This is an optimization exercise on Yosys and OpenROAD, whose aim is small area and a short achievable clock period, not a production implementation. At most, simulation tests tie the RTL to the original design; equivalence was not proved. The RTL of runs 1 to 4 was laid out without a check of its function. No activity file was given, so power comes from the tool's default toggle rates.

`flow/flow/run.sh`:
```
#!/bin/bash
# Own layout flow: the standard ORFS flow (standard.sh, unchanged synthesis),
# with a plain buffer on every port instead of the delay cells buffer_ports
# picks by default, and a clock tree with fewer, smaller buffers.
set -euo pipefail
export BUFFER_PORTS_ARGS="-buffer_cell ${OWN_PORT_BUF:-sky130_fd_sc_hd__buf_2}"
export CTS_ARGS="-sink_clustering_enable -repair_clock_nets -sink_clustering_size ${OWN_CTS_SIZE:-30} -sink_clustering_max_diameter ${OWN_CTS_DIAM:-80} -buf_list ${OWN_CTS_BUF:-sky130_fd_sc_hd__clkbuf_8} -dont_use_dummy_load"
bash standard.sh > standard_flow.log 2>&1
```
`flow/design.v`:
```
module sigmoid8_pla #(
    parameter WIDTH = 16,
    parameter SLICES = 8,
    parameter FP = 12
) (
    input wire clk,
    input wire rst,
    input wire signed [WIDTH - 1:0] x,
    output wire [WIDTH - 1:0] y
);
    localparam [64*13-1:0] TTAB = {13'd1181, 13'd1181, 13'd1181, 13'd1181, 13'd313, 13'd314, 13'd546, 13'd546, 13'd177, 13'd177, 13'd180, 13'd177, 13'd97, 13'd97, 13'd97, 13'd97, 13'd8189, 13'd8190, 13'd34, 13'd34, 13'd11, 13'd11, 13'd8191, 13'd11, 13'd0, 13'd0, 13'd0, 13'd0, 13'd0, 13'd0, 13'd0, 13'd0, 13'd4096, 13'd4096, 13'd4096, 13'd4096, 13'd4096, 13'd4096, 13'd4084, 13'd4096, 13'd4060, 13'd4060, 13'd4060, 13'd4060, 13'd4036, 13'd4037, 13'd3999, 13'd3999, 13'd3900, 13'd3900, 13'd3903, 13'd3900, 13'd3518, 13'd3518, 13'd3518, 13'd3518, 13'd3148, 13'd3149, 13'd2915, 13'd2915, 13'd2048, 13'd2048, 13'd2048, 13'd2048};
    reg [15:0] x_reg;
    always @(posedge clk) x_reg <= x;
    wire [9:0] r3lo = {1'b0, x_reg[8:0]} + {1'b0, x_reg[7:0], 1'b0};
    wire [4:0] r3hi = {2'b0, x_reg[11:9]} + {1'b0, x_reg[11:8]};
    reg [11:0] r_reg;
    reg [8:1] r3l_reg;
    reg [13:9] r3h_reg, r3h1_reg;
    reg        r3c_reg;
    reg [4:0]  q_reg;
    reg        z_reg;
    always @(posedge clk) begin
        r_reg   <= x_reg[11:0];
        r3l_reg <= r3lo[8:1];
        r3h_reg <= r3hi;
        r3h1_reg <= r3hi + 1'b1;
        r3c_reg <= r3lo[9];
        q_reg   <= x_reg[15:11];
        z_reg   <= ~|x_reg[10:0];
    end
    wire [13:0] r3 = {r3c_reg ? r3h1_reg : r3h_reg, r3l_reg, r_reg[0]};
    reg s23, s99, s369, s867, sc;
    always @(*) begin
        s23 = 1'b0; s99 = 1'b0; s369 = 1'b0; s867 = 1'b0; sc = 1'b0;
        case (q_reg)
            5'd20, 5'd21, 5'd22, 5'd9, 5'd10, 5'd11: s23 = 1'b1;
            5'd23, 5'd24, 5'd25, 5'd6, 5'd7, 5'd8: begin s99 = 1'b1; sc = 1'b1; end
            5'd26, 5'd27, 5'd28, 5'd3, 5'd4, 5'd5: s369 = 1'b1;
            5'd29, 5'd30, 5'd31, 5'd0, 5'd1, 5'd2: begin s867 = 1'b1; sc = 1'b1; end
            default: ;
        endcase
    end
    wire [12:0] tt = TTAB[{q_reg, z_reg}*13 +: 13];
    wire [11:0] nr = ~r_reg;
    wire [22:0] ta = ({23{s23}}  & {6'd0, r3, 3'd0}) |
                     ({23{s99}}  & {4'd0, r3, 5'd0}) |
                     ({23{s369}} & {2'd0, r3, 7'd0}) |
                     ({23{s867}} & {1'd0, r3, 8'd0}) |
                     {18'd0, s369, 3'b0, s23};
    wire [22:0] tb = ({23{s23}}  & {11'd0, nr}) |
                     ({23{s369}} & {7'd0, nr, 4'd0}) |
                     ({23{s867}} & {4'd0, r3, 5'd0});
    wire [22:0] tc = ({23{sc}} & {9'd0, r3}) |
                     ({23{s369}} & {11'd0, r_reg});
    wire [24:0] s1 = {2'b0, ta ^ tb ^ tc};
    wire [24:0] c1 = {1'b0, (ta & tb) | (ta & tc) | (tb & tc), 1'b0};
    wire [8:0] lo = {1'b0, s1[7:0]} + {1'b0, c1[7:0]};
    wire [16:0] u1 = s1[24:8];
    wire [16:0] u2 = c1[24:8];
    wire [16:0] u3 = {tt, {(4){1'b0}}};
    wire [16:0] us = u1 ^ u2 ^ u3;
    wire [16:0] uc = {(u1[15:0] & u2[15:0]) | (u1[15:0] & u3[15:0]) | (u2[15:0] & u3[15:0]), 1'b0};
    reg [16:0] hs_reg;
    reg [16:1] hc_reg;
    reg         lc_reg;
    always @(posedge clk) begin
        hs_reg <= us;
        hc_reg <= uc[16:1];
        lc_reg <= lo[8];
    end
    wire [16:0] ysum = hs_reg + {hc_reg, 1'b0} + {{(16){1'b0}}, lc_reg};
    reg [12:0] y_reg;
    always @(posedge clk or posedge rst) begin
        if (rst) y_reg <= 13'd0;
        else     y_reg <= ysum[16:4];
    end
    assign y = {3'b000, y_reg};
endmodule
```
`flow/constraint.sdc`:
```
create_clock -name core_clock -period 5.5 [get_ports {clk}]
set_input_delay 1.1000 -clock core_clock [delete_from_list [all_inputs] [get_ports {clk}]]
set_output_delay 1.1000 -clock core_clock [all_outputs]
set_load 0.01 [all_outputs]
```
`flow/config.mk`:
```
export PLATFORM = sky130hd
export DESIGN_NAME = sigmoid8_pla
export DESIGN_NICKNAME = sigmoid8_pla
export VERILOG_FILES = /design/flow/design.v
export SDC_FILE = /design/flow/constraint.sdc
export NUM_CORES = 4
export LEC_CHECK = 0
export CAP_MARGIN = 20
export CORE_MARGIN = 2
export CORE_UTILIZATION = 65
export SETUP_SLACK_MARGIN = 3.3
export SLEW_MARGIN = 20
```
`flow/standard.sh`:
```
#!/bin/bash
# synth_recipe.tcl (not shown) runs the flow's synth.tcl, then flattens the netlist and writes it again
# the make line also repeats each setting of config.mk as NAME=value (left out here)
make -C /OpenROAD-flow-scripts/flow DESIGN_CONFIG=/design/flow/config.mk WORK_HOME=/design/flow/orfs CLKGATE_MAP_FILE= SYNTH_SCRIPT=/design/flow/synth_recipe.tcl "${@:-finish}"
```
==> results of run 1 <==
## cell type report
| type | count | area, um2 | area share |
|---|---|---|---|
| clock buffer | 9 | 124 | 0.0210 |
| inverter | 54 | 203 | 0.0344 |
| multi-input combinational | 393 | 3110 | 0.528 |
| sequential | 102 | 2140 | 0.363 |
| tap | 105 | 131 | 0.0223 |
| timing repair buffer | 35 | 188 | 0.0318 |
## logic make-up (layout without fill, tap and decap cells)
| kind of cell | Yosys count | count (layout) |
|---|---|---|
| AOI/OAI and AO/OA | 178 | 178 |
| DFF | 102 | 102 |
| buffers and inverters | 87 | 98 |
| muxes | 8 | 8 |
| and+or+nand+nor | 111 | 111 |
| other | 1 | 3 |
| adders and majority gates | 73 | 73 |
| xor gates and xnor gates | 20 | 20 |
## per-stage QoR
stage          area, um2   util  cells  hold slack, ns  setup slack (ns)
4_1_cts             5830  0.709    694           0.369              3.27
2_1_floorplan       5550      -    582           0.329              3.34
5_1_grt             5900  0.718    698           0.381              3.26
3_3_place_gp        5680  0.691    684           0.390              2.67
6_report            5900  0.718    698           0.375              3.34
3_5_place_dp        5680  0.691    684           0.389              2.57
## synthesized netlist by cell type (all sizes together) (7+ instances only)
| library cell | count |
|---|---|
| nor2 | 29 |
| nand3 | 12 |
| nand2 | 38 |
| ha | 52 |
| buf | 10 |
| a21oi | 42 |
| nand2b | 7 |
| a22o | 10 |
| o21ai | 32 |
| a22oi | 15 |
| mux2 | 7 |
| clkbuf | 23 |
| inv | 54 |
| dfxtp | 89 |
| a21o | 10 |
| o22ai | 9 |
| xnor2 | 14 |
| a222oi | 11 |
| fa | 21 |
| dfrtp | 13 |
## power by group
group	switching, mW	internal, mW
sequential	0.0986	0.894
combinational	0.412	0.323
clock	0.208	0.147
## timing repair
item                       CTS  global route
hold buffers                 0             0
setup buffers                1             4
gates resized for setup     13            12
setup endpoints to repair   22            12
pin swaps                    1             2
## critical path: stages, from the launching register on
cell and delay, ns:
dfxtp_4 0.38, buf_4 0.16, a222oi_1 0.28, a21boi_0 0.32, fa_1 0.44, inv_1 0.09
fa_1 0.38
## per-layer routing
| layer | vias to the layer above | share of wire | GRT usage |
|---|---|---|---|
| li1 | 2076 | - | - |
| met3 | 18 | 0.075 | 0.0509 |
| met2 | 212 | 0.48 | 0.428 |
| met5 | - | 0 | 0 |
| met4 | 0 | 0.016 | 0.102 |
| met1 | 2008 | 0.43 | 0.319 |
## worst paths after layout
kind                           from   endpoint  slack (ns)
min in group asynchronous       rst  y_reg[11]        0.74
max in group asynchronous       rst   y_reg[3]        4.43
max reg2reg                    s369  hs_reg[4]        3.34
min reg2reg                x_reg[0]   r_reg[0]        0.37
max                            s369  hs_reg[4]        3.34
min                        x_reg[0]   r_reg[0]        0.37
==> summary.md, run 1 <==
| Metric | Value |
|---|---|
| Req. time, crit path | 5.72 ns |
| Remaining DRCs | 0 |
| Initial DRC count | approximately 520 |
| Via count | 4314 |
| Synth area leaders | dfxtp_1 (32%), ha_1 (12%), fa_1 (7.6%) |
| Synth top area share | 0.322 |
| Flops & latches, synth | 102 |
| Max reg flops | 17 |
| H-tree levels | 3 |
| Post-synth EDFFs | 0 |
| Synth cell types | 68 |
| Post-synthesis compound-gate area fraction | 0.221 |
| Pwr Density | 353 mW/mm2 |
| Clock Skew | roughly 0.030 ns |
| I/O pin count | 34 |
| Adder-Cell Fraction of Synth Area | 0.193 |
| Filler cells | 655 |
| Yosys synthesis warning count | 1 |
| Post-synth top flop | dfxtp_1 |
| Reg clk slew, reported paths | 0.10 ns |
| Die footprint | 0.00927 mm2 |
| Initial antenna violation count | 0 |
| Final setup viols | 0 |
| Total track usage | 0.254 |
| Die height | 96.3 um |
| Max-slew violation count | 0 |
| Gr ovfl total | 0 |
| PnR Total Power | 2.08 mW |
| Final hold vios | 0 |
| WP data arrival | around 2.4 ns |
| Commonest cells after routing, fill and taps aside | dfxtp_1 (78), inv_1 (54), ha_1 (51) |
| Number of global-route vias before repair | 3873 |
| P&R area growth vs syn | 6.53% |
| CP endpoint kind | register |
| Row count | 33 |
| Detail Placement HPWL | between 8000 and 9000 um |
| Wirelength per Cell | around 16 um |
| Root buffer cell | clkbuf_8 |
| Critical path class | register to register |
| Commonest non-fill, non-tap cell in the layout | dfxtp_1 |
| Vias/cell | 6.18 |
| Status | timing/DRC/antenna clean |
| CORE AREA | 0.00822 mm2 |
| RSZ-0062 raised after global routing | yes |
| N_diodes | 0 |
| Final min period | 2.16 ns |
| Mapped Cells | 580 |
| Antenna Nets Post-Route | 0 |
| Largest family of logic cells by synthesized area | compound AO/OA/AOI/OAI gates |
| Fmax | 0.463 GHz |
| Sequential share of the synthesized area | 0.381 |
| Max FO, Critical Path | 10 |
| Hold path depth | 0 |
| Clock latency on the worst-skew pair | 0.36 ns |
| First-pass detailed-route iteration total | 8 |
| Pin count of the biggest net entering global routing | 32 |
| Total negative slack | 0 ns |
| Worst min path class | register to register |
| Mean area per synthesized cell | 9.54 um2 |
| Number of buffers created by CTS | 9 |
| Post-Syn Area | 0.00554 mm2 |
| Post-synth ARST share | 0.127 |
| Nets | about 690 |
| Reg2Reg Depth | 6 |
| Synth Area in XOR/XNOR | 0.0316 |
| Buffers on Ports | 30 |
| Area share of and/or/nand/nor cells after synthesis | 0.0936 |
| Max IR drop VDD | 206 uV |
| Layout cell share with drive strength beyond 1 | 0.118 |
| Starting Density | 0.674 |
| Final period utilization | 0.392 |
| Die W | 96.3 um |
| First-pass GRT wire length | 17900 um |
| Cell taking the most area after synthesis | dfxtp_1 |
| GP Congestion | 0.910 |
| Pleak | 2.76 nW |
| Mux share of post-synthesis cell area | 0.0160 |
| CTS tree | done |
| Clk sink count | 102 |
| Max clock buf depth | 2 |
| MaxCap Viol Count | 0 |
| Worst setup SP type | register |
| Routed wire length | 11400 um |
==> run 2, diff against run 1 <==
--- a/flow/config.mk
+++ b/flow/config.mk
@@ -5,6 +5,7 @@
 export SDC_FILE = /design/flow/constraint.sdc
 export NUM_CORES = 4
 export LEC_CHECK = 0
+export ABC_AREA = 1
 export CAP_MARGIN = 20
 export CORE_MARGIN = 2
 export CORE_UTILIZATION = 65
==> run 2 against run 1 <==
Still clean on timing, DRC and antenna. Fmax down 2.4%. Routed wire length increased by 5.9%. Clock power shrank 1%. Core utilization decreased by 0.85 points.
==> summary.md, run 2 <==
| Metric | Value |
|---|---|
| Commonest non-fill, non-tap cell in the layout | nand2_1 |
| CTS Hold Bufs | 0 |
| CTS tree | done |
| WP data arrival | 2.44 ns |
| Post-synthesis compound-gate area fraction | 0.136 |
| Root buffer cell | clkbuf_8 |
| H-tree levels | 3 |
| Synth area leaders | dfxtp_1 (31%), ha_1 (11%), nand2_1 (10%) |
| Crit path max-delay cell type | fa_1 |
| Die W | about 100 um |
| Final period utilization | 0.402 |
| I/O pin count | 34 |
| Post-Syn Area | ~0.0057 mm2 |
| Clock latency on the worst-skew pair | 0.36 ns |
| Remaining DRCs | 0 |
| Detail Placement HPWL | around 9500 um |
| Max-slew violation count | 0 |
| Hold path depth | 0 |
| Most frequent cell after synthesis | nand2_1 |
| Synth top area share | 0.311 |
| N_diodes | 0 |
| P&R area growth vs syn | 6.78% |
| Antenna Nets Post-Route | 0 |
| Max FO, Critical Path | 11 |
| Die height | between 90 and 100 um |
| Post-synth EDFFs | 0 |
| Mux share of post-synthesis cell area | 0.00175 |
| Cell breakdown of the critical path | clkinvlp_2 -> o22ai_1 -> a221oi_1 -> fa_1 -> inv_1 -> ha_1 |
| Cell taking the most area after synthesis | dfxtp_1 |
| Final hold vios | 0 |
| Most frequent cells after synthesis | nand2_1 (157), inv_1 (114), dfxtp_1 (89), ha_1 (52), a21oi_1 (36) |
| Sequential share of the synthesized area | 0.367 |
| Max clock buf depth | 2 |
| Initial DRC count | 395 |
| Mean area per synthesized cell | 8.14 um2 |
| Util after Layout | 0.709 |
| Layout cell share with drive strength beyond 1 | 0.133 |
| Starting Density | 0.664 |
| RSZ-0062 raised after global routing | yes |
| Mapped Cells | 705 |
| Via count | 4730 |
| Die footprint | 0.00959 mm2 |
| Buffers on Ports | 30 |
| Wirelength per Cell | 14.3 um |
| Area share of and/or/nand/nor cells after synthesis | 0.187 |
| Yosys synthesis warning count | 1 |
| Max IR drop VDD | 188 uV |
| GP Congestion | 0.921 |
| Synth Area in XOR/XNOR | 0.0183 |
| Vias/cell | 5.60 |
| Slew margin rel. | 0.646 |
| MaxCap Viol Count | 0 |
| Number of buffers created by CTS | 9 |
| First-pass detailed-route iteration total | 7 |
| Final setup viols | 0 |
| Req. time, crit path | 5.73 ns |
| Routed wire length | 12100 um |
| First-pass GRT wire length | 20000 um |
| Row count | 34 |
| Number of global-route vias before repair | between 4000 and 5000 |
| PnR Total Power | 2.23 mW |
| Flops & latches, synth | ~100 |
| Clock Skew | 0.0439 ns |
| Max reg flops | 17 |
| Commonest cells after routing, fill and taps aside | nand2_1 (157), inv_1 (112), dfxtp_1 (83) |
| Total track usage | 0.255 |
| Adder-Cell Fraction of Synth Area | 0.187 |
| Final min period | ~2.2 ns |
| CP endpoint kind | register |
| Fmax | 0.452 GHz |
| Post-synth ARST share | 0.127 |
| Largest family of logic cells by synthesized area | adder cells |
| Post-synth top flop | dfxtp_1 |
| Gr ovfl total | 0 |
| Reg clk slew, reported paths | 0.09 ns |
| Total negative slack | 0 ns |
| Reg2Reg Depth | 6 |
| CORE AREA | between 0.008 and 0.009 mm2 |
| Nets | 829 |
| Pwr Density | approximately 360 mW/mm2 |
| Critical path class | register to register |
| Worst slew pin tran | about 0.53 ns |
| Status | timing/DRC/antenna clean |
| Pin count of the biggest net entering global routing | 22 |
| Synth cell types | 50 |
| Worst min path class | register to register |
| Pleak | 3.20 nW |
| Initial antenna violation count | 0 |
| Clk sink count | 102 |
| Slowest cell delay on critical path | 0.56 ns |
| Worst setup SP type | register |
[run 2: cell types whose count changed after synthesis, sizes merged, moves of 9 or more]
cell    delta
nand3     +24
a21o       -9
a22oi     -12
inv       +69
a222oi    -11
xnor2     -11
a22o      -10
nand2    +127
clkbuf    -21
[run 2: stage by stage]
stage | hold WS (ns) | std cells | setup slack, ns | area [um2]
after floorplan | 0.355 | 707 | 3.42 | 5740
after global placement | 0.365 | 827 | 2.80 | 5910
after detailed placement | 0.384 | 827 | 2.79 | 5910
after CTS | 0.395 | 840 | 3.25 | 6090
after global routing | 0.402 | 844 | 3.16 | 6120
final | 0.396 | 844 | 3.29 | 6120
[run 2: worst max-delay path, delay by kind of cell, from the launching register on]
kind / cells / cell delay, ns
adders and majority gates: 2 / 0.83
AOI/OAI and AO/OA: 2 / 0.35
buffers and inverters: 2 / 0.44
DFF: 1 / 0.46
[run 2: cell families (layout without fill, tap and decap cells)]
logic type                 after synthesis  count (layout)
buffers and inverters                  142             171
xor gates and xnor gates                12              12
muxes                                    1               1
AOI/OAI and AO/OA                      125             125
DFF                                    102             102
other                                    1               3
and+or+nand+nor                        249             249
adders and majority gates               73              73
[run 2: area by class of cell]
class                      instances  area (um2)
multi-input combinational        463        3060
fill                             696        2510
sequential                       102        2120
inverter                         124         478
timing repair buffer              36         195
tap                              108         135
clock buffer                       9         124
timing repair inverter             2        12.5
[run 2: final timing paths]
path	startpoint	end	slack (ns)
setup / recovery	s369	hs_reg[0]	3.29
hold / removal	x_reg[0]	r_reg[0]	0.40
setup reg to reg	s369	hs_reg[0]	3.29
hold reg to reg	x_reg[0]	r_reg[0]	0.40
max in group asynchronous	rst	y_reg[4]	4.40
min in group asynchronous	rst	y_reg[11]	0.76
[run 2: per-layer routing]
metal	up-vias	GRT usage	wire length, um
met5	-	0	0
met4	0	0.104	317
met3	32	0.0358	652
met2	185	0.455	6030
met1	2175	0.310	5080
li1	2338	-	-
[run 2: report_power, final]
group	switching (mW)	leakage (nW)	internal [mW]
sequential	0.0808	0.904	0.899
combinational	0.570	2.24	0.333
clock	0.203	0.0647	0.147
[run 2: what timing repair did]
action,in CTS,in global routing
setup buffers,3,3
endpoints found under the setup margin,21,9
gates cloned,1,1
gates resized for setup,11,4
==> run 3, diff against run 2 <==
--- a/flow/design.v
+++ b/flow/design.v
@@ -15,7 +15,7 @@
     wire [4:0] r3hi = {2'b0, x_reg[11:9]} + {1'b0, x_reg[11:8]};
     reg [11:0] r_reg;
     reg [8:1] r3l_reg;
-    reg [13:9] r3h_reg, r3h1_reg;
+    reg [13:9] r3h_reg;
     reg        r3c_reg;
     reg [4:0]  q_reg;
     reg        z_reg;
@@ -23,12 +23,11 @@
         r_reg   <= x_reg[11:0];
         r3l_reg <= r3lo[8:1];
         r3h_reg <= r3hi;
-        r3h1_reg <= r3hi + 1'b1;
         r3c_reg <= r3lo[9];
         q_reg   <= x_reg[15:11];
         z_reg   <= ~|x_reg[10:0];
     end
-    wire [13:0] r3 = {r3c_reg ? r3h1_reg : r3h_reg, r3l_reg, r_reg[0]};
+    wire [13:0] r3 = {r3h_reg + {{(4){1'b0}}, r3c_reg}, r3l_reg, r_reg[0]};
     reg s23, s99, s369, s867, sc;
     always @(*) begin
         s23 = 1'b0; s99 = 1'b0; s369 = 1'b0; s867 = 1'b0; sc = 1'b0;
--- a/flow/config.mk
+++ b/flow/config.mk
@@ -5,7 +5,6 @@
 export SDC_FILE = /design/flow/constraint.sdc
 export NUM_CORES = 4
 export LEC_CHECK = 0
-export ABC_AREA = 1
 export CAP_MARGIN = 20
 export CORE_MARGIN = 2
 export CORE_UTILIZATION = 65
==> run 3 against run 2 <==
Fmax up 0.18%. First-iteration DRC count grew 11%. Via count is 14% lower. Combinational power fell by 22%. Clock skew is 0.026 ns lower. Cell count fell by 18%. Flip-flop and latch count decreased by 5. Non-clock buffer count increased by 11. Sequential power shrank 3.5%. Total power shrank 11%. Critical path depth rose by 1. Cell area is 4.9% lower. Critical path type unchanged. Largest power group unchanged. Highest routed layer unchanged.
==> summary.md, run 3 <==
| Metric | Value |
|---|---|
| Status | timing/DRC/antenna clean |
| Synth area leaders | dfxtp_1 (32%), ha_1 (13%), fa_1 (8.0%) |
| Bufs and invs on worst path | 1 |
| Worst setup SP type | register |
| Remaining DRCs | 0 |
| Routed wire length | between 10000 and 15000 um |
| Most frequent cells after synthesis | dfxtp_1 (84), nand2_1 (60), ha_1 (53), a21oi_1 (42), inv_1 (35) |
| Flops & latches, synth | 97 |
| Post-synth EDFFs | 0 |
| Sequential share of the synthesized area | 0.380 |
| I/O pin count | 34 |
| Critical path class | register to register |
| Number of buffers created by CTS | 9 |
| Cell taking the most area after synthesis | dfxtp_1 |
| Commonest cells after routing, fill and taps aside | dfxtp_1 (72), nand2_1 (60), ha_1 (49) |
| Final std cells w/o fill | 693 |
| Post-synth top flop | dfxtp_1 |
| Synth top area share | 0.319 |
| Post-Syn Area | 0.00528 mm2 |
| CORE AREA | between 0.007 and 0.008 mm2 |
| Layout cell share with drive strength beyond 1 | 0.152 |
| Reg clk slew, reported paths | 0.08 ns |
| Reg2Reg Depth | 7 |
| Row count | 32 |
| Mean area per synthesized cell | slightly above 9 um2 |
| Buffers on Ports | 30 |
| Synth cell types | 59 |
| Root buffer cell | clkbuf_8 |
| Final hold vios | 0 |
| Slew margin rel. | 0.673 |
| Pleak | 2.69 nW |
| Combinational Power Share | 0.353 |
| Post-DP Area | 0.00544 mm2 |
| GP Congestion | 0.892 |
| # placed instances | roughly 670 |
| Crit path max-delay cell type | fa_1 |
| Clk sink count | 97 |
| Pin count of the biggest net entering global routing | 37 |
| Slowest cell delay on critical path | 0.53 ns |
| RSZ-0062 raised after global routing | yes |
| Worst slew pin tran | ~0.49 ns |
| WP data arrival | 2.41 ns |
| CP delay by family, top | adder cells |
| First-pass detailed-route iteration total | 8 |
| Via count | 4087 |
| Switching Fraction | 0.339 |
| MaxCap Viol Count | 0 |
| CTS tree | done |
| P&R area growth vs syn | 10.3% |
| Max clock buf depth | 2 |
| Vias/cell | 5.90 |
| Pwr Density | 342 mW/mm2 |
| Yosys synthesis warning count | 1 |
| Flop pwr share | 0.475 |
| Wirelength per Cell | 15.1 um |
| H-tree levels | 3 |
| Final min period | 2.21 ns |
| Clock Skew | ~0.018 ns |
| Commonest non-fill, non-tap cell in the layout | dfxtp_1 |
| Filler cells | 557 |
| Total track usage | 0.244 |
| Req. time, crit path | 5.71 ns |
| Worst path depth | 7 |
| Clk network pwr share | 0.172 |
| Max FO, Critical Path | 6 |
| Most frequent cell after synthesis | dfxtp_1 |
| Detail Placement HPWL | 7470 um |
| P_int | 1.32 mW |
| Max IR drop VDD | 189 uV |
| CTS Hold Bufs | 0 |
| Final period utilization | 0.401 |
| Gr ovfl total | 0 |
| Util after Layout | 0.746 |
| Design area | around 0.0058 mm2 |
| Max reg flops | 17 |
| Die W | between 90 and 100 um |
| Final setup viols | 0 |
| Fmax | about 0.45 GHz |
| N_diodes | 0 |
| Psw | 0.676 mW |
| Post-synth ARST share | 0.134 |
| Worst min path class | register to register |
| Starting Density | 0.676 |
| Register Area | 0.00203 mm2 |
| Initial antenna violation count | 0 |
| Cell breakdown of the critical path | ha_4 -> ha_4 -> nand2_1 -> and3_4 -> fa_1 -> inv_1 -> fa_1 |
| First-pass GRT wire length | 17200 um |
| Max-slew violation count | 0 |
| Area of the multi-input gates | 0.00312 mm2 |
| Mapped Cells | 564 |
| Nets | 685 |
| Total negative slack | 0 ns |
| Initial DRC count | 440 |
| Number of global-route vias before repair | 3802 |
| CP endpoint kind | register |
| Antenna Nets Post-Route | 0 |
| Hold path depth | 0 |
| Die height | 94.1 um |
| Clock latency on the worst-skew pair | 0.34 ns |
| Die footprint | about 0.009 mm2 |
-- run 3: cell count changes in the layout (fill, tap and decap cells not counted), sizes merged, moves of 5 or more --
cell and delta:
nor2b +6, o22ai -10, dfxtp -5, nand3 -22
a222oi +6, and2 +7, a22o +7, buf +12
a22oi +9, xnor2 +13, a21o +8, inv -88
nand2b +9, nand2 -105
-- run 3: final timing paths --
| check | startpoint | to | slack, ns |
|---|---|---|---|
| max | r3c_reg | hs_reg[5] | 3.29 |
| max reg2reg | r3c_reg | hs_reg[5] | 3.29 |
| min | x_reg[0] | r_reg[0] | 0.38 |
| min in group asynchronous | rst | y_reg[10] | 0.76 |
| min reg2reg | x_reg[0] | r_reg[0] | 0.38 |
| max in group asynchronous | rst | y_reg[4] | 4.41 |
-- run 3: timing repair --
item,in CTS,in global routing
hold endpoints to repair,0,0
gates cloned,0,1
pin swaps,3,9
resized for setup,16,14
setup buffers,2,15
setup endpoints to repair,21,11
-- run 3: stage by stage --
step | power [mW] | setup slack, ns | hold WS, ns
after CTS | 1.98 | 3.24 | 0.382
final | 1.99 | 3.29 | 0.382
after global placement | 1.60 | 2.76 | 0.364
after global routing | 2.15 | 3.21 | 0.385
after detailed placement | 1.62 | 2.72 | 0.368
after floorplan | 1.44 | 3.31 | 0.329
-- run 3: cells by family after synthesis --
| family | synth area share |
|---|---|
| mux | 0.00213 |
| buf+inv | 0.0500 |
| simple gates | 0.132 |
| other cells | 0.000711 |
| flops | 0.380 |
| fa+ha+maj | 0.205 |
| compound gates | 0.193 |
| xor+xnor | 0.0365 |
-- run 3: final cells by class --
type                    instances  share of cell area
clock buffers                   9              0.0213
inverters                      35              0.0239
multi-input cells             402               0.536
flip-flops and latches         97               0.349
well taps                     102              0.0219
repair buffers                 47              0.0477
repair inverters                1            0.000859
-- run 3: worst register-to-register path, stage by stage (launching register included) --
cell and delay, ns:
dfxtp_2 0.34, ha_4 0.16, ha_4 0.29, nand2_1 0.06, and3_4 0.18, fa_1 0.53, inv_1 0.05, fa_1 0.46
-- run 3: power by group through the flow --
stage          registers [mW]  logic (mW)  clock network, mW
4_1_cts                 0.947       0.676              0.352
6_report                0.946       0.705              0.342
5_1_grt                 0.965       0.798              0.383
3_5_place_dp            0.959       0.664                  0
3_3_place_gp            0.957       0.644                  0
2_1_floorplan           0.936       0.503                  0
-- run 3: metal layers --
layer	track usage	part of all wire	vias to the layer above
met4	0.0833	0.013	0
li1	-	-	2022
met5	0	0	-
met3	0.0441	0.060	15
met1	0.305	0.43	1888
met2	0.423	0.50	162
==> run 4, diff against run 3 <==
--- a/flow/config.mk
+++ b/flow/config.mk
@@ -7,6 +7,6 @@
 export LEC_CHECK = 0
 export CAP_MARGIN = 20
 export CORE_MARGIN = 2
-export CORE_UTILIZATION = 65
+export CORE_UTILIZATION = 58
 export SETUP_SLACK_MARGIN = 3.3
 export SLEW_MARGIN = 20
==> run 4 against run 3 <==
First-iteration DRC count shrank 16%. Synthesized area unchanged. Global-route usage shrank 2.2 points. Cell area about the same. Largest cell class unchanged. Highest routed layer unchanged.
==> summary.md, run 4 <==
| Metric | Value |
|---|---|
| Status | timing/DRC/antenna clean |
| Critical path class | register to register |
| Most frequent cell after synthesis | dfxtp_1 |
| Number of global-route vias before repair | 3833 |
| H-tree levels | 3 |
| Post-synth EDFFs | 0 |
| Reg2Reg Launch Point | r3c_reg |
| Final hold vios | 0 |
| First-pass GRT wire length | 17700 um |
| First-pass detailed-route iteration total | 5 |
| PnR Total Power | 2.01 mW |
| Startpoint of the worst hold path | x_reg[0] |
| CTS Hold Bufs | 0 |
| Wirelength per Cell | between 15 and 20 um |
| Final min period | 2.19 ns |
| Pwr Density | 345 mW/mm2 |
| Antenna Nets Post-Route | 0 |
| Area share of and/or/nand/nor cells after synthesis | 0.132 |
| Post-Syn Area | 0.00528 mm2 |
| MaxCap Viol Count | 0 |
| Remaining DRCs | 0 |
| Reg clk slew, reported paths | roughly 0.090 ns |
| Req. time, crit path | about 5.7 ns |
| Cell taking the most area after synthesis | dfxtp_1 |
| Mapped Cells | 564 |
| Final period utilization | 0.398 |
| Initial antenna violation count | 0 |
| RSZ-0062 raised after global routing | yes |
| Vias/cell | 5.85 |
| Nets | 683 |
| Layout cell share with drive strength beyond 1 | 0.153 |
| Flops & latches, synth | slightly below 100 |
| Commonest cells after routing, fill and taps aside | dfxtp_1 (72), nand2_1 (57), ha_1 (48) |
| Buffers on Ports | 30 |
| Commonest non-fill, non-tap cell in the layout | dfxtp_1 |
| WP data arrival | ~2.4 ns |
| Adder-Cell Fraction of Synth Area | 0.205 |
| Slew margin rel. | 0.672 |
| Via count | about 4100 |
| Total track usage | 0.222 |
| Worst min path class | register to register |
| Dpl ws | about 2.6 ns |
| Largest family of logic cells by synthesized area | adder cells |
| Area of the multi-input gates | ~0.0031 mm2 |
| Yosys synthesis warning count | 1 |
| Clock latency on the worst-skew pair | 0.36 ns |
| Starting Density | 0.602 |
| Util after Layout | 0.665 |
| Clk sink count | between 90 and 100 |
| Sequential share of the synthesized area | 0.380 |
| Fmax | 0.457 GHz |
| CTS tree | done |
| Clock Skew | 0.0202 ns |
| Pleak | 2.68 nW |
| GP Congestion | 0.873 |
| Synth Area in XOR/XNOR | 0.0365 |
| Die height | about 99 um |
| Total negative slack | 0 ns |
| Routed wire length | ~11000 um |
| Mux share of post-synthesis cell area | 0.00213 |
| Initial DRC count | 368 |
| Register Area | 0.00203 mm2 |
| Post-synth ARST share | 0.134 |
| CP endpoint kind | register |
| N_diodes | 0 |
| Max clock buf depth | 2 |
| Die W | slightly below 100 um |
| Pin count of the biggest net entering global routing | 37 |
| Post-synth top flop | dfxtp_1 |
| Worst slew pin tran | between 0.4 and 0.5 ns |
| CORE AREA | around 0.0088 mm2 |
| Worst setup SP type | register |
| Final setup viols | 0 |
| Row count | 34 |
| Max IR drop VDD | between 150 and 200 uV |
| Max-slew violation count | 0 |
| Die footprint | 0.00988 mm2 |
| Gr ovfl total | 0 |
| Number of buffers created by CTS | 9 |
| Post-synthesis compound-gate area fraction | 0.193 |
| Max reg flops | 17 |
| P&R area growth vs syn | 10.4% |
| I/O pin count | 34 |
| Worst setup margin | 3.31 ns |
| Mean area per synthesized cell | 9.36 um2 |
| # placed instances | 672 |
| Final std cells w/o fill | 697 |
| Max FO, Critical Path | 3 |
| Synth top area share | 0.319 |
| Most frequent cells after synthesis | dfxtp_1 (84), nand2_1 (60), ha_1 (53), a21oi_1 (42), inv_1 (35) |
| Root buffer cell | clkbuf_8 |
| Setup crit start | r3c_reg |
| Filler cells | 738 |
| Detail Placement HPWL | 7730 um |
| Synth area leaders | dfxtp_1 (32%), ha_1 (13%), fa_1 (8.0%) |
| Synth cell types | 59 |
## run 4: cell counts after synthesis
No cell type changed its count.
## run 4: critical path, cell delays in order, from the launching register on
cell,delay [ns]
dfxtp_2,0.34
ha_4,0.17
ha_4,0.27
nand2_1,0.04
and3_1,0.21
fa_1,0.53
inv_1,0.05
fa_1,0.44
## run 4: metal layers
metal | wire length, um | track usage
met3 | 482 | 0.0520
met1 | 4860 | 0.291
met5 | 0 | 0
met4 | 215 | 0.0695
met2 | 5070 | 0.365
## run 4: report_power, final
group	total, mW	switching, mW	leakage (nW)	internal [mW]
clock	0.351	0.204	0.0647	0.147
combinational	0.713	0.389	1.76	0.325
sequential	0.946	0.0972	0.862	0.849
## run 4: kinds of logic (layout without fill, tap and decap cells)
group           after synthesis  after routing
mux                           1              1
flops                        97             97
other cells                   1              3
simple gates                150            150
fa+ha+maj                    74             74
xor+xnor                     22             22
compound gates              152            152
buf+inv                      67             90
## run 4: worst paths after layout
check / end / slack (ns) / cells past startpoint
max: hs_reg[5] / 3.31 / 7
min reg2reg: r_reg[0] / 0.37 / 0
min: r_reg[0] / 0.37 / 0
max reg2reg: hs_reg[5] / 3.31 / 7
max in group asynchronous: y_reg[7] / 4.43 / 2
min in group asynchronous: y_reg[12] / 0.74 / 2
## run 4: area by class of cell
class	instances	area share
repair inverters	1	0.000859
multi-input cells	402	0.537
inverters	35	0.0238
well taps	108	0.0232
repair buffers	45	0.0451
clock buffers	9	0.0213
flip-flops and latches	97	0.348
## run 4: metrics by stage
stage	hold WS (ns)	cell area, um2
6_report	0.375	5830
5_1_grt	0.392	5830
4_1_cts	0.378	5710
3_5_place_dp	0.367	5450
3_3_place_gp	0.368	5450
2_1_floorplan	0.329	5300
## run 4: what timing repair did
action | CTS | global route
setup buffers | 7 | 8
gates cloned | 1 | 0
gates resized for setup | 21 | 12
setup endpoints to repair | 20 | 19
pin swaps | 6 | 8
==> run 5, diff against run 4 <==
--- a/flow/design.v
+++ b/flow/design.v
@@ -28,14 +28,14 @@
         z_reg   <= ~|x_reg[10:0];
     end
     wire [13:0] r3 = {r3h_reg + {{(4){1'b0}}, r3c_reg}, r3l_reg, r_reg[0]};
-    reg s23, s99, s369, s867, sc;
+    reg s23, s99, s369, s867;
     always @(*) begin
-        s23 = 1'b0; s99 = 1'b0; s369 = 1'b0; s867 = 1'b0; sc = 1'b0;
+        s23 = 1'b0; s99 = 1'b0; s369 = 1'b0; s867 = 1'b0;
         case (q_reg)
             5'd20, 5'd21, 5'd22, 5'd9, 5'd10, 5'd11: s23 = 1'b1;
-            5'd23, 5'd24, 5'd25, 5'd6, 5'd7, 5'd8: begin s99 = 1'b1; sc = 1'b1; end
+            5'd23, 5'd24, 5'd25, 5'd6, 5'd7, 5'd8: s99 = 1'b1;
             5'd26, 5'd27, 5'd28, 5'd3, 5'd4, 5'd5: s369 = 1'b1;
-            5'd29, 5'd30, 5'd31, 5'd0, 5'd1, 5'd2: begin s867 = 1'b1; sc = 1'b1; end
+            5'd29, 5'd30, 5'd31, 5'd0, 5'd1, 5'd2: s867 = 1'b1;
             default: ;
         endcase
     end
@@ -49,7 +49,7 @@
     wire [22:0] tb = ({23{s23}}  & {11'd0, nr}) |
                      ({23{s369}} & {7'd0, nr, 4'd0}) |
                      ({23{s867}} & {4'd0, r3, 5'd0});
-    wire [22:0] tc = ({23{sc}} & {9'd0, r3}) |
+    wire [22:0] tc = ({23{s99 | s867}} & {9'd0, r3}) |
                      ({23{s369}} & {11'd0, r_reg});
     wire [24:0] s1 = {2'b0, ta ^ tb ^ tc};
     wire [24:0] c1 = {1'b0, (ta & tb) | (ta & tc) | (tb & tc), 1'b0};
--- a/flow/config.mk
+++ b/flow/config.mk
@@ -7,6 +7,6 @@
 export LEC_CHECK = 0
 export CAP_MARGIN = 20
 export CORE_MARGIN = 2
-export CORE_UTILIZATION = 58
-export SETUP_SLACK_MARGIN = 3.3
+export CORE_UTILIZATION = 65
+export SETUP_SLACK_MARGIN = 3.5
 export SLEW_MARGIN = 20
==> run 5 against run 4 <==
Still clean on timing, DRC and antenna. Combinational power about the same. Via count down 4.5%. Critical path depth up 1. Fmax down 1.3%. Total power down 1.3%.
==> summary.md, run 5 <==
| Metric | Value |
|---|---|
| Status | timing/DRC/antenna clean |
| CTS Hold Bufs | 0 |
| I/O pin count | 34 |
| Total track usage | 0.244 |
| Reg2Reg Launch Point | r3c_reg |
| Die height | 93.0 um |
| Final setup viols | 0 |
| Die W | 93.0 um |
| Starting Density | 0.669 |
| Initial DRC count | 478 |
| Filler cells | 584 |
| Post-Syn Area | a little over 0.005 mm2 |
| P&R area growth vs syn | 13.9% |
| Max FO, Critical Path | 3 |
| Wirelength per Cell | 15.1 um |
| Slowest cell delay on critical path | ~0.55 ns |
| N_diodes | 0 |
| Req. time, crit path | 5.81 ns |
| First-pass GRT wire length | 16700 um |
| Clk sink count | 96 |
| Pleak | 2.74 nW |
| Buffers on Ports | 30 |
| Most frequent cells after synthesis | dfxtp_1 (83), ha_1 (53), nand2_1 (52), a21oi_1 (36), inv_1 (34) |
| First-pass detailed-route iteration total | 5 |
| GP Congestion | 0.899 |
| Setup crit start | r3c_reg |
| Bufs and invs on worst path | 3 |
| Post-synth EDFFs | 0 |
| Commonest cells after routing, fill and taps aside | dfxtp_1 (69), nand2_1 (51), ha_1 (44) |
| Gr ovfl total | 0 |
| Flops & latches, synth | 96 |
| Area of the multi-input gates | 0.00312 mm2 |
| Max reg flops | 17 |
| Mean area per synthesized cell | 9.65 um2 |
| Reg clk slew, reported paths | roughly 0.090 ns |
| R2R setup slack | 3.28 ns |
| Vias/cell | 5.79 |
| Number of buffers created by CTS | 9 |
| Detail Placement HPWL | 7400 um |
| RSZ-0062 raised after global routing | yes |
| Sequential share of the synthesized area | 0.386 |
| Pin count of the biggest net entering global routing | 37 |
| Post-synth ARST share | 0.135 |
| Final min period | 2.22 ns |
| Clock Skew | around 0.023 ns |
| Antenna Nets Post-Route | 0 |
| Die footprint | between 0.008 and 0.009 mm2 |
| Critical path class | register to register |
| Root buffer cell | clkbuf_8 |
| Most frequent cell after synthesis | dfxtp_1 |
| Max clock buf depth | 2 |
| Cell taking the most area after synthesis | dfxtp_1 |
| Register Area | 0.00202 mm2 |
| Util after Layout | 0.762 |
| CP dominant cell by count | ha_4 |
| CORE AREA | 0.00769 mm2 |
| CP endpoint kind | register |
| Synth area leaders | dfxtp_1 (32%), ha_1 (13%), fa_1 (8.2%) |
| Worst slew pin tran | 0.538 ns |
| Final period utilization | 0.404 |
| Crit path max-delay cell type | fa_2 |
| Number of global-route vias before repair | 3644 |
| PnR Total Power | 1.98 mW |
| Max IR drop VDD | 172 uV |
| H-tree levels | 3 |
| Yosys synthesis warning count | 1 |
| Synth top area share | 0.323 |
| Fin Hold WS | 0.378 ns |
| Initial antenna violation count | 0 |
| MaxCap Viol Count | 0 |
| Total negative slack | 0 ns |
| Fmax | 0.451 GHz |
| Via count | 3889 |
| Max-slew violation count | 0 |
| Clock latency on the worst-skew pair | 0.36 ns |
| Commonest non-fill, non-tap cell in the layout | dfxtp_1 |
| Slew margin rel. | 0.641 |
| Layout cell share with drive strength beyond 1 | 0.209 |
| Final hold vios | 0 |
| Nets | 664 |
| WP data arrival | 2.52 ns |
| CP delay by family, top | adder cells |
| Synth cell types | 56 |
| Routed wire length | 10100 um |
| Row count | 32 |
| Startpoint of the worst hold path | x_reg[0] |
| CTS tree | done |
| Cell breakdown of the critical path | ha_4 -> ha_4 -> buf_4 -> buf_6 -> a222oi_1 -> inv_1 -> ha_4 -> fa_2 |
| Pwr Density | 339 mW/mm2 |
| Remaining DRCs | 0 |
| Worst setup SP type | register |
| Mapped Cells | ~530 |
| Worst min path class | register to register |
| Post-synth top flop | dfxtp_1 |
run 5: changes by cell type in the layout (fill, tap and decap cells not counted), moves of 4 or more:
cell,change
nand2_1,-6
a21oi_1,-9
fa_2,+5
ha_1,-4
buf_4,+5
o21ai_0,-9
fa_1,-5
run 5: worst paths after layout:
path / end / depth (start not counted)
worst max-delay path: hs_reg[9] / 8
worst min-delay path: r_reg[0] / 0
worst max register to register: hs_reg[9] / 8
worst min register to register: r_reg[0] / 0
max in group asynchronous: y_reg[2] / 2
min in group asynchronous: y_reg[10] / 2
run 5: cell families (layout without fill, tap and decap cells):
group                    after synthesis  in the layout  synth area share
AO/OA/AOI/OAI                        139            139             0.186
flip-flops                            96             96             0.386
buffers and inverters                 61             96            0.0484
XOR/XNOR                              23             23            0.0392
other                                  1              3          0.000729
adder cells (fa/ha/maj)               74             74             0.211
multiplexers                           1              1           0.00219
AND/OR/NAND/NOR                      138            138             0.127
run 5: metal layers:
metal / vias to the layer above / GRT usage / wire length [um]
met5: - / 0 / 0
met4: 0 / 0.0907 / 185
met3: 16 / 0.0350 / 609
met2: 149 / 0.396 / 4780
met1: 1783 / 0.334 / 4560
li1: 1941 / - / -
run 5: area by class of cell:
class,instances,share of cell area
multi-input cells,378,0.532
flip-flops and latches,96,0.345
repair buffers,53,0.0570
inverters,34,0.0231
well taps,102,0.0218
clock buffers,9,0.0211
run 5: power by group:
part | total (mW) | switching [mW] | internal [mW]
combinational | 0.712 | 0.375 | 0.337
sequential | 0.926 | 0.0871 | 0.839
clock | 0.346 | 0.199 | 0.147
run 5: metrics by stage:
| step | setup WS [ns] | instances | cell area, um2 |
|---|---|---|---|
| 2_1_floorplan | 3.39 | 535 | 5230 |
| 3_5_place_dp | 2.76 | 640 | 5370 |
| 6_report | 3.28 | 672 | 5860 |
| 4_1_cts | 3.30 | 656 | 5640 |
| 5_1_grt | 3.25 | 672 | 5860 |
| 3_3_place_gp | 2.77 | 640 | 5370 |
run 5: what timing repair did:
| action | in CTS | in global routing |
|---|---|---|
| buffers inserted | 7 | 16 |
| pin swaps | 13 | 6 |
| endpoints found under the setup margin | 27 | 27 |
| resized for setup | 26 | 29 |
==> run 6, diff against run 5 <==
--- a/flow/config.mk
+++ b/flow/config.mk
@@ -5,8 +5,9 @@
 export SDC_FILE = /design/flow/constraint.sdc
 export NUM_CORES = 4
 export LEC_CHECK = 0
+export ABC_AREA = 1
 export CAP_MARGIN = 20
 export CORE_MARGIN = 2
 export CORE_UTILIZATION = 65
-export SETUP_SLACK_MARGIN = 3.5
+export SETUP_SLACK_MARGIN = 3.3
 export SLEW_MARGIN = 20
==> run 6 against run 5 <==
Still clean. Core utilization down 4.0 points. Fmax up 4.3%. Sequential share of layout area down 0.33 points. Cell count up 16%. Clock skew up 0.0033 ns. Critical path depth down 2. Setup slack better by 0.091 ns. Sequential power down 0.4%. Via count up 14%. Count of clock-buffer cells in the layout unchanged. Clock power about the same. Register-to-register slack better by 0.09 ns. Critical endpoint is now hs_reg[5]. Largest cell class unchanged. Largest power group unchanged.
==> summary.md, run 6 <==
| Metric | Value |
|---|---|
| Worst min path class | register to register |
| Synth top area share | 0.308 |
| Max reg flops | 17 |
| H-tree levels | 3 |
| Mean area per synthesized cell | 8.43 um2 |
| Req. time, crit path | 5.71 ns |
| Register Area | 0.00200 mm2 |
| Clock latency on the worst-skew pair | 0.35 ns |
| Global Route met3 Usage | 0.0419 |
| Most frequent cell after synthesis | nand2_1 |
| Layout cell share with drive strength beyond 1 | 0.145 |
| R2R setup slack | approximately 3.4 ns |
| Fin Hold WS | 0.381 ns |
| Nets | 768 |
| Status | timing/DRC/antenna clean |
| CTS Hold Bufs | 0 |
| Post-synth top flop | dfxtp_1 |
| Routed wire length | 11500 um |
| N_diodes | 0 |
| Cell taking the most area after synthesis | dfxtp_1 |
| Wirelength per Cell | 14.7 um |
| Pleak | 2.96 nW |
| Number of global-route vias before repair | 4275 |
| Max FO, Critical Path | 11 |
| Worst setup SP type | register |
| CORE AREA | 0.00813 mm2 |
| Vias/cell | 5.67 |
| Clk sink count | 96 |
| Filler cells | 636 |
| Remaining DRCs | 0 |
| Area of the multi-input gates | 0.00305 mm2 |
| Commonest non-fill, non-tap cell in the layout | nand2_1 |
| Design area | a little under 0.006 mm2 |
| Clock Skew | 0.0262 ns |
| Pin count of the biggest net entering global routing | 20 |
| Die height | ~95 um |
| Sequential share of the synthesized area | 0.368 |
| Synth area leaders | dfxtp_1 (31%), ha_1 (12%), nand2_1 (10%) |
| Most frequent cells after synthesis | nand2_1 (146), dfxtp_1 (83), inv_1 (83), ha_1 (53), nor2_1 (33) |
| CTS tree | done |
| CP dominant cell by count | fa_1 |
| Fmax | 0.470 GHz |
| I/O pin count | 34 |
| Pwr Density | ~350 mW/mm2 |
| Initial antenna violation count | 0 |
| CP delay by family, top | adder cells |
| Most used routing layer | met2 |
| Synth cell types | 48 |
| Post-synth ARST share | 0.135 |
| Yosys synthesis warning count | 1 |
| Max-slew violation count | 0 |
| Met2 GRT Util | 0.481 |
| Number of buffers created by CTS | 9 |
| Die footprint | 0.00905 mm2 |
| Crit path max-delay cell type | fa_1 |
| Gr ovfl total | 0 |
| CP endpoint kind | register |
| Slowest cell delay on critical path | 0.56 ns |
| Final min period | 2.13 ns |
| Met1 Track Usage GR | 0.314 |
| Final setup viols | 0 |
| First-pass GRT wire length | 18800 um |
| Via count | 4420 |
| Cell breakdown of the critical path | inv_1 -> o21ai_1 -> a221oi_4 -> fa_1 -> inv_2 -> fa_1 |
| Final hold vios | 0 |
| Commonest cells after routing, fill and taps aside | nand2_1 (142), inv_1 (79), dfxtp_1 (77) |
| Total negative slack | 0 ns |
| First-pass detailed-route iteration total | 5 |
| Post-Syn Area | about 0.0054 mm2 |
| Row count | 33 |
| Post-DP Area | 0.00558 mm2 |
| Util after Layout | 0.722 |
| P&R area growth vs syn | 8.83% |
| Post-synth EDFFs | 0 |
| Mapped Cells | 640 |
| Starting Density | 0.663 |
| Critical path class | register to register |
| Slew margin rel. | 0.615 |
| Worst slew pin tran | 0.572 ns |
| RSZ-0062 raised after global routing | yes |
| Final period utilization | 0.387 |
| Max clock buf depth | 2 |
| WP data arrival | 2.34 ns |
| Detail Placement HPWL | between 9000 and 10000 um |
| Reg clk slew, reported paths | ~0.090 ns |
| Initial DRC count | 305 |
| MaxCap Viol Count | 0 |
| Die W | ~95 um |
| GP Congestion | 0.910 |
| Antenna Nets Post-Route | 0 |
| Buffers on Ports | 30 |
| Root buffer cell | clkbuf_8 |
| Bufs and invs on worst path | 2 |
| Flops & latches, synth | 96 |
| Max IR drop VDD | between 150 and 200 uV |
| Total track usage | 0.265 |
-- run 6: changes by cell type in the layout (fill, tap and decap cells not counted), sizes merged, moves of 9 or more --
cell and change:
nand2 +102, inv +55, nand3 +16, buf -14, xnor2 -13, a21o -10
nand4 +10, nand2b -9
-- run 6: area by class of cell --
class                      count  area share
clock buffer                   9      0.0211
inverter                      88      0.0577
multi-input combinational    441       0.520
sequential                    96       0.341
tap                          105      0.0224
timing repair buffer          39      0.0371
timing repair inverter         1    0.000852
-- run 6: worst register-to-register path, delay by kind of cell, from the launching register on --
family | cells | cell delay [ns]
fa+ha+maj | 2 | 1.02
compound gates | 2 | 0.32
flops | 1 | 0.46
buf+inv | 2 | 0.19
-- run 6: worst paths after layout --
check,start,end,depth (start not counted)
setup / recovery,s99,hs_reg[5],6
hold / removal,x_reg[0],r_reg[0],0
setup reg to reg,s99,hs_reg[5],6
hold reg to reg,x_reg[0],r_reg[0],0
max in group asynchronous,rst,y_reg[6],2
min in group asynchronous,rst,y_reg[11],2
-- run 6: per-stage QoR --
step / worst slack [ns] / instances / power, mW
floorplan: 3.37 / 642 / 1.48
global placement: 2.83 / 760 / 1.66
detailed placement: 2.75 / 760 / 1.70
CTS: 3.30 / 773 / 2.04
global route: 3.28 / 779 / 2.22
finish: 3.37 / 779 / 2.06
-- run 6: timing repair --
| item | in CTS | in global routing |
|---|---|---|
| setup buffers | 3 | 6 |
| pin swaps | 3 | 5 |
| gates cloned | 1 | 0 |
| endpoints found under the hold margin | 0 | 0 |
| endpoints found under the setup margin | 23 | 13 |
| gates resized for setup | 14 | 17 |
-- run 6: kinds of logic after synthesis --
kind of cell,share of synthesized area
xor+xnor,0.0227
other cells,0.000695
compound gates,0.139
simple gates,0.187
fa+ha+maj,0.201
buf+inv,0.0818
flops,0.368
-- run 6: power by group --
part	switching, mW	internal [mW]	total [mW]
sequential	0.0818	0.841	0.922
combinational	0.495	0.302	0.796
clock	0.198	0.147	0.345
total	0.774	1.29	2.06
-- run 6: per-layer routing --
| layer | vias to the layer above | share of wire |
|---|---|---|
| met5 | - | 0 |
| met4 | 0 | 0.027 |
| met3 | 35 | 0.049 |
| met2 | 168 | 0.50 |
| met1 | 2029 | 0.42 |
| li1 | 2188 | - |
==> run 7, diff against run 6 <==
--- a/flow/config.mk
+++ b/flow/config.mk
@@ -5,9 +5,9 @@
 export SDC_FILE = /design/flow/constraint.sdc
 export NUM_CORES = 4
 export LEC_CHECK = 0
-export ABC_AREA = 1
 export CAP_MARGIN = 20
 export CORE_MARGIN = 2
 export CORE_UTILIZATION = 65
+export PLACE_DENSITY = 0.8
 export SETUP_SLACK_MARGIN = 3.3
 export SLEW_MARGIN = 20
==> run 7 against run 6 <==
Still clean. Sequential power grew 1%. Clock power shrank 1%. Critical path depth is the same. Cell area shrank 1.2%. Critical endpoint unchanged.
==> summary.md, run 7 <==
| Metric | Value |
|---|---|
| Status | timing/DRC/antenna clean |
| Clock latency on the worst-skew pair | 0.35 ns |
| Mean area per synthesized cell | between 9 and 10 um2 |
| Buffers on Ports | 30 |
| Max-slew violation count | 0 |
| Combinational Power Share | 0.352 |
| Die W | 93.0 um |
| Total track usage | 0.252 |
| Largest family of logic cells by synthesized area | adder cells |
| Gr ovfl total | 0 |
| Pin count of the biggest net entering global routing | 37 |
| Die footprint | 0.00864 mm2 |
| CP dominant cell by count | fa_1 |
| Vias/cell | 6.09 |
| Bufs and invs on worst path | 3 |
| Max reg flops | 17 |
| First-pass detailed-route iteration total | 8 |
| H-tree levels | 3 |
| Final std cells w/o fill | 676 |
| Nets | 668 |
| Yosys synthesis warning count | 1 |
| Commonest non-fill, non-tap cell in the layout | dfxtp_1 |
| Worst slew pin tran | between 0.5 and 0.6 ns |
| Clk sink count | 96 |
| RSZ-0062 raised after global routing | yes |
| Fmax | 0.447 GHz |
| CP delay by family, top | adder cells |
| Adder-Cell Fraction of Synth Area | 0.211 |
| Psw | between 0.6 and 0.7 mW |
| Routed wire length | 11000 um |
| First-pass GRT wire length | 17300 um |
| # placed instances | 640 |
| Final period utilization | 0.407 |
| Root buffer cell | clkbuf_8 |
| Post-Syn Area | 0.00514 mm2 |
| Number of buffers created by CTS | 9 |
| Row count | 32 |
| Slew margin rel. | 0.624 |
| Mapped Cells | approximately 530 |
| Area share of and/or/nand/nor cells after synthesis | 0.127 |
| Initial DRC count | 637 |
| Total negative slack | 0 ns |
| Reg clk slew, reported paths | 0.08 ns |
| Synth area leaders | dfxtp_1 (32%), ha_1 (13%), fa_1 (8.2%) |
| Most frequent cell after synthesis | dfxtp_1 |
| CP endpoint kind | register |
| MaxCap Viol Count | 0 |
| Dpl ws | approximately 2.7 ns |
| Final min period | 2.24 ns |
| Cell breakdown of the critical path | clkinvlp_4 -> buf_4 -> a2bb2oi_1 -> fa_1 -> inv_2 -> fa_1 |
| Crit path max-delay cell type | fa_1 |
| Final setup viols | 0 |
| Max IR drop VDD | between 150 and 200 uV |
| Synth cell types | 56 |
| Clk network pwr share | 0.174 |
| Flops & latches, synth | 96 |
| Final hold vios | 0 |
| Critical path class | register to register |
| Sequential share of the synthesized area | 0.386 |
| Synth top area share | 0.323 |
| N_diodes | 0 |
| Max clock buf depth | 2 |
| Post-synth EDFFs | 0 |
| Worst setup SP type | register |
| Mux share of post-synthesis cell area | 0.00219 |
| P&R area growth vs syn | 12.8% |
| Via count | 4116 |
| Commonest cells after routing, fill and taps aside | dfxtp_1 (72), nand2_1 (51), ha_1 (48) |
| Post-synthesis compound-gate area fraction | 0.186 |
| CORE AREA | just under 0.008 mm2 |
| PnR Total Power | slightly below 2 mW |
| Pwr Density | 338 mW/mm2 |
| Wirelength per Cell | 16.3 um |
| WP data arrival | 2.44 ns |
| Switching Fraction | 0.334 |
| Worst min path class | register to register |
| Number of global-route vias before repair | 3712 |
| Detail Placement HPWL | 7530 um |
| Worst setup margin | 3.26 ns |
| P_int | about 1.3 mW |
| Most frequent cells after synthesis | dfxtp_1 (83), ha_1 (53), nand2_1 (52), a21oi_1 (36), inv_1 (34) |
| Clock Skew | 0.0246 ns |
| Synth Area in XOR/XNOR | 0.0392 |
| CTS Hold Bufs | 0 |
| Initial antenna violation count | 0 |
| Post-synth top flop | dfxtp_1 |
| Slowest cell delay on critical path | 0.53 ns |
| Antenna Nets Post-Route | 0 |
| Starting Density | 0.669 |
| GP Congestion | 0.971 |
| Layout cell share with drive strength beyond 1 | 0.186 |
| Pleak | around 2.8 nW |
| Die height | 93.0 um |
| Cell taking the most area after synthesis | dfxtp_1 |
| Max FO, Critical Path | 15 |
| Flop pwr share | 0.474 |
| I/O pin count | 34 |
| Remaining DRCs | 0 |
| Req. time, crit path | 5.71 ns |
| Post-synth ARST share | 0.135 |
| CTS tree | done |
-- run 7: cell types whose count changed in the layout (fill, tap and decap cells not counted), sizes merged, moves of 7 or more --
| cell | delta |
|---|---|
| nand2 | -102 |
| inv | -55 |
| buf | +17 |
| nand3 | -16 |
| xnor2 | +13 |
| a21o | +10 |
| nand4 | -10 |
| nand2b | +9 |
| a22o | +8 |
| a22oi | +8 |
| nor2b | +7 |
-- run 7: area by class of cell --
cell class / instances / area [um2]
Inverter: 34 / 135
Fill cell: 546 / 1880
Sequential cell: 96 / 2010
Tap cell: 102 / 128
Multi-Input combinational cell: 378 / 3050
Clock buffer: 9 / 124
Timing Repair Buffer: 57 / 350
-- run 7: per-stage QoR --
step / util / cell area (um2) / hold slack, ns
4_1_cts: 0.730 / 5610 / 0.382
2_1_floorplan: - / 5160 / 0.329
3_3_place_gp: 0.692 / 5320 / 0.364
3_5_place_dp: 0.692 / 5320 / 0.370
6_report: 0.755 / 5800 / 0.378
5_1_grt: 0.755 / 5800 / 0.392
-- run 7: path summary, 6_finish.rpt --
kind | start | endpoint | slack [ns] | cells after the start
hold / removal | x_reg[0] | r_reg[0] | 0.38 | 0
max in group asynchronous | rst | y_reg[9] | 4.41 | 2
min in group asynchronous | rst | y_reg[2] | 0.76 | 2
hold reg to reg | x_reg[0] | r_reg[0] | 0.38 | 0
setup / recovery | s369 | hs_reg[5] | 3.26 | 6
setup reg to reg | s369 | hs_reg[5] | 3.26 | 6
-- run 7: kinds of logic after synthesis --
family | count (synthesis)
AO/OA/AOI/OAI | 139
AND/OR/NAND/NOR | 138
flip-flops | 96
adder cells (fa/ha/maj) | 74
buffers and inverters | 61
XOR/XNOR | 23
other | 1
multiplexers | 1
-- run 7: timing repair --
| item | 4_1_cts | 5_1_grt |
|---|---|---|
| pin swaps | 8 | 14 |
| gates resized for setup | 25 | 13 |
| buffers inserted | 11 | 16 |
| endpoints found under the setup margin | 20 | 17 |
-- run 7: power by group through the flow --
stage | logic [mW] | registers, mW | clock network [mW]
CTS | 0.653 | 0.930 | 0.349
global placement | 0.609 | 0.941 | 0
floorplan | 0.465 | 0.927 | 0
global route | 0.785 | 0.946 | 0.379
detailed placement | 0.627 | 0.943 | 0
finish | 0.691 | 0.932 | 0.341
-- run 7: layer usage --
layer / GRT usage / vias to the layer above / wire (um)
met1: 0.327 / 1921 / 4620
met4: 0.104 / 0 / 275
met3: 0.0464 / 35 / 766
met2: 0.414 / 214 / 5380
met5: 0 / - / 0
li1: - / 1946 / -
==> run 8, diff against run 7 <==
--- a/flow/config.mk
+++ b/flow/config.mk
@@ -8,6 +8,5 @@
 export CAP_MARGIN = 20
 export CORE_MARGIN = 2
 export CORE_UTILIZATION = 65
-export PLACE_DENSITY = 0.8
 export SETUP_SLACK_MARGIN = 3.3
 export SLEW_MARGIN = 20
==> run 8 against run 7 <==
Cell area fell by 2.4%. Combinational power fell by 3.8%. Routed wire length fell by 9.1%. Total power fell by 1.2%. Flip-flop and latch count did not move. Critical endpoint unchanged. Largest cell class unchanged.
==> summary.md, run 8 <==
| Metric | Value |
|---|---|
| Status | timing/DRC/antenna clean |
| Synth Area in XOR/XNOR | 0.0392 |
| Antenna Nets Post-Route | 0 |
| Number of buffers created by CTS | 9 |
| Post-synthesis compound-gate area fraction | 0.186 |
| CORE AREA | 0.00769 mm2 |
| Max reg flops | 17 |
| Post-synth top flop | dfxtp_1 |
| P_int | about 1.3 mW |
| GP Congestion | 0.930 |
| Clk sink count | 96 |
| N_diodes | 0 |
| Fmax | 0.452 GHz |
| Synth top area share | 0.323 |
| Post-synth ARST share | 0.135 |
| Final std cells w/o fill | 660 |
| Clock Skew | about 0.026 ns |
| RSZ-0062 raised after global routing | yes |
| Most frequent cells after synthesis | dfxtp_1 (83), ha_1 (53), nand2_1 (52), a21oi_1 (36), inv_1 (34) |
| Via count | about 3900 |
| Die footprint | 0.00864 mm2 |
| Mapped Cells | 533 |
| Adder-Cell Fraction of Synth Area | 0.211 |
| Reg clk slew, reported paths | 0.08 ns |
| Final period utilization | 0.402 |
| Commonest non-fill, non-tap cell in the layout | dfxtp_1 |
| Req. time, crit path | 5.78 ns |
| Flop pwr share | 0.479 |
| Initial DRC count | 489 |
| Switching Fraction | 0.334 |
| Mean area per synthesized cell | 9.65 um2 |
| Total negative slack | 0 ns |
| Starting Density | 0.669 |
| Max clock buf depth | 2 |
| Commonest cells after routing, fill and taps aside | dfxtp_1 (73), nand2_1 (51), ha_1 (48) |
| MaxCap Viol Count | 0 |
| Remaining DRCs | 0 |
| Worst min path class | register to register |
| Routed wire length | 10000 um |
| Nets | 652 |
| Yosys synthesis warning count | 1 |
| Root buffer cell | clkbuf_8 |
| Dpl ws | 2.70 ns |
| Largest family of logic cells by synthesized area | adder cells |
| Layout cell share with drive strength beyond 1 | 0.152 |
| Worst slew pin tran | 0.604 ns |
| Flops & latches, synth | 96 |
| Die height | 93.0 um |
| P&R area growth vs syn | 10.0% |
| Most frequent cell after synthesis | dfxtp_1 |
| Total track usage | 0.240 |
| CP endpoint kind | register |
| Buffers on Ports | 30 |
| Die W | roughly 93 um |
| Cell taking the most area after synthesis | dfxtp_1 |
| First-pass detailed-route iteration total | 5 |
| Post-Syn Area | around 0.0051 mm2 |
| Number of global-route vias before repair | 3525 |
| Pin count of the biggest net entering global routing | 37 |
| Final setup viols | 0 |
| Detail Placement HPWL | 7380 um |
| Vias/cell | 5.87 |
| Gr ovfl total | 0 |
| I/O pin count | 34 |
| Clk network pwr share | 0.178 |
| Wirelength per Cell | approximately 15 um |
| Area share of and/or/nand/nor cells after synthesis | 0.127 |
| Critical path class | register to register |
| Pleak | 2.68 nW |
| Post-synth EDFFs | 0 |
| Synth cell types | 56 |
| Max-slew violation count | 0 |
| WP data arrival | 2.49 ns |
| CTS tree | done |
| Max FO, Critical Path | 3 |
| PnR Total Power | 1.94 mW |
| Row count | 32 |
| Slew margin rel. | 0.593 |
| Worst setup margin | between 3 and 4 ns |
| Combinational Power Share | 0.343 |
| Clock latency on the worst-skew pair | 0.35 ns |
| First-pass GRT wire length | around 16000 um |
| Worst setup SP type | register |
| Final min period | 2.21 ns |
| Initial antenna violation count | 0 |
| Pwr Density | 343 mW/mm2 |
| Final hold vios | 0 |
| H-tree levels | 3 |
| Mux share of post-synthesis cell area | 0.00219 |
| Sequential share of the synthesized area | 0.386 |
| Synth area leaders | dfxtp_1 (32%), ha_1 (13%), fa_1 (8.2%) |
| # placed instances | 640 |
| Max IR drop VDD | 183 uV |
| Psw | between 0.6 and 0.7 mW |
-- run 8: layout make-up --
class | instances | area [um2]
clock buffers | 9 | 124
flip-flops and latches | 96 | 2010
multi-input cells | 378 | 3030
well taps | 102 | 128
inverters | 34 | 131
repair buffers | 41 | 239
fillers | 588 | 2030
-- run 8: final timing paths --
path	from	to	slack, ns	cells past startpoint
setup / recovery	r3c_reg	hs_reg[5]	3.29	7
hold / removal	x_reg[0]	r_reg[0]	0.38	0
setup reg to reg	r3c_reg	hs_reg[5]	3.29	7
hold reg to reg	x_reg[0]	r_reg[0]	0.38	0
max in group asynchronous	rst	y_reg[2]	4.41	2
min in group asynchronous	rst	y_reg[10]	0.74	2
-- run 8: timing repair --
item                                    4_1_cts  5_1_grt
endpoints found under the setup margin       21       13
buffers inserted                              3        8
hold buffers                                  0        0
resized for setup                            20       12
pin swaps                                     7       10
-- run 8: power by group through the flow --
stage,logic [mW],registers [mW],clock network (mW)
3_5_place_dp,0.624,0.944,0
2_1_floorplan,0.465,0.927,0
5_1_grt,0.758,0.948,0.383
4_1_cts,0.643,0.933,0.353
3_3_place_gp,0.599,0.942,0
6_report,0.665,0.931,0.345
-- run 8: logic make-up after synthesis --
kind of cell,count (synthesis)
XOR/XNOR,23
adder cells (fa/ha/maj),74
flip-flops,96
AND/OR/NAND/NOR,138
multiplexers,1
AO/OA/AOI/OAI,139
other,1
buffers and inverters,61
-- run 8: per-layer routing --
| layer | share of wire | up-vias | global-route usage | wire, um |
|---|---|---|---|---|
| li1 | - | 1916 | - | - |
| met1 | 0.45 | 1801 | 0.324 | 4550 |
| met2 | 0.47 | 139 | 0.389 | 4730 |
| met3 | 0.056 | 21 | 0.0407 | 560 |
| met4 | 0.020 | 0 | 0.0846 | 200 |
| met5 | 0 | - | 0 | 0 |
-- run 8: metrics by stage --
step	utilization	hold slack, ns	cell area [um2]
detailed placement	0.692	0.370	5320
floorplan	-	0.329	5160
global route	0.736	0.398	5660
CTS	0.722	0.381	5550
finish	0.736	0.381	5660
global placement	0.692	0.366	5320
-- run 8: critical path: stages, from the launching register on --
cell	delay, ns
dfxtp_2	0.34
ha_4	0.17
ha_4	0.28
a22oi_1	0.06
and3_1	0.19
fa_1	0.55
inv_2	0.04
fa_2	0.52

port drivers added, routing unchanged:
Ports are ideal in the flow. The routed layouts listed here were re-timed in OpenROAD. Step 1, drivers: a clkbuf_16 drives clk and a buf_2 each remaining input, both assumed. Step 2 times the ports against the registers' clock, not the clock port: input delays grow and output delays shrink by t, the midpoint of the rising clock arrivals with the driver on. a / b / c = ideal ports / drivers / drivers and shift; a / b = the first two.
run	t (ns)	setup WS [ns]	hold WS [ns]
run 1	0.383	3.342 / 3.342 / 3.342	0.375 / 0.375 / 0.375
run 2	0.376	3.289 / 3.289 / 3.289	0.396 / 0.396 / 0.396
run 3	0.365	3.293 / 3.293 / 3.293	0.382 / 0.382 / 0.382
run 4	0.379	3.310 / 3.310 / 3.310	0.375 / 0.375 / 0.375
run 5	0.378	3.280 / 3.280 / 3.280	0.378 / 0.378 / 0.378
run 6	0.365	3.371 / 3.371 / 3.371	0.381 / 0.381 / 0.381
run 7	0.366	3.264 / 3.264 / 3.264	0.378 / 0.378 / 0.378
run 8	0.368	3.288 / 3.288 / 3.288	0.381 / 0.381 / 0.381
After both steps setup and hold are still met in every run listed.
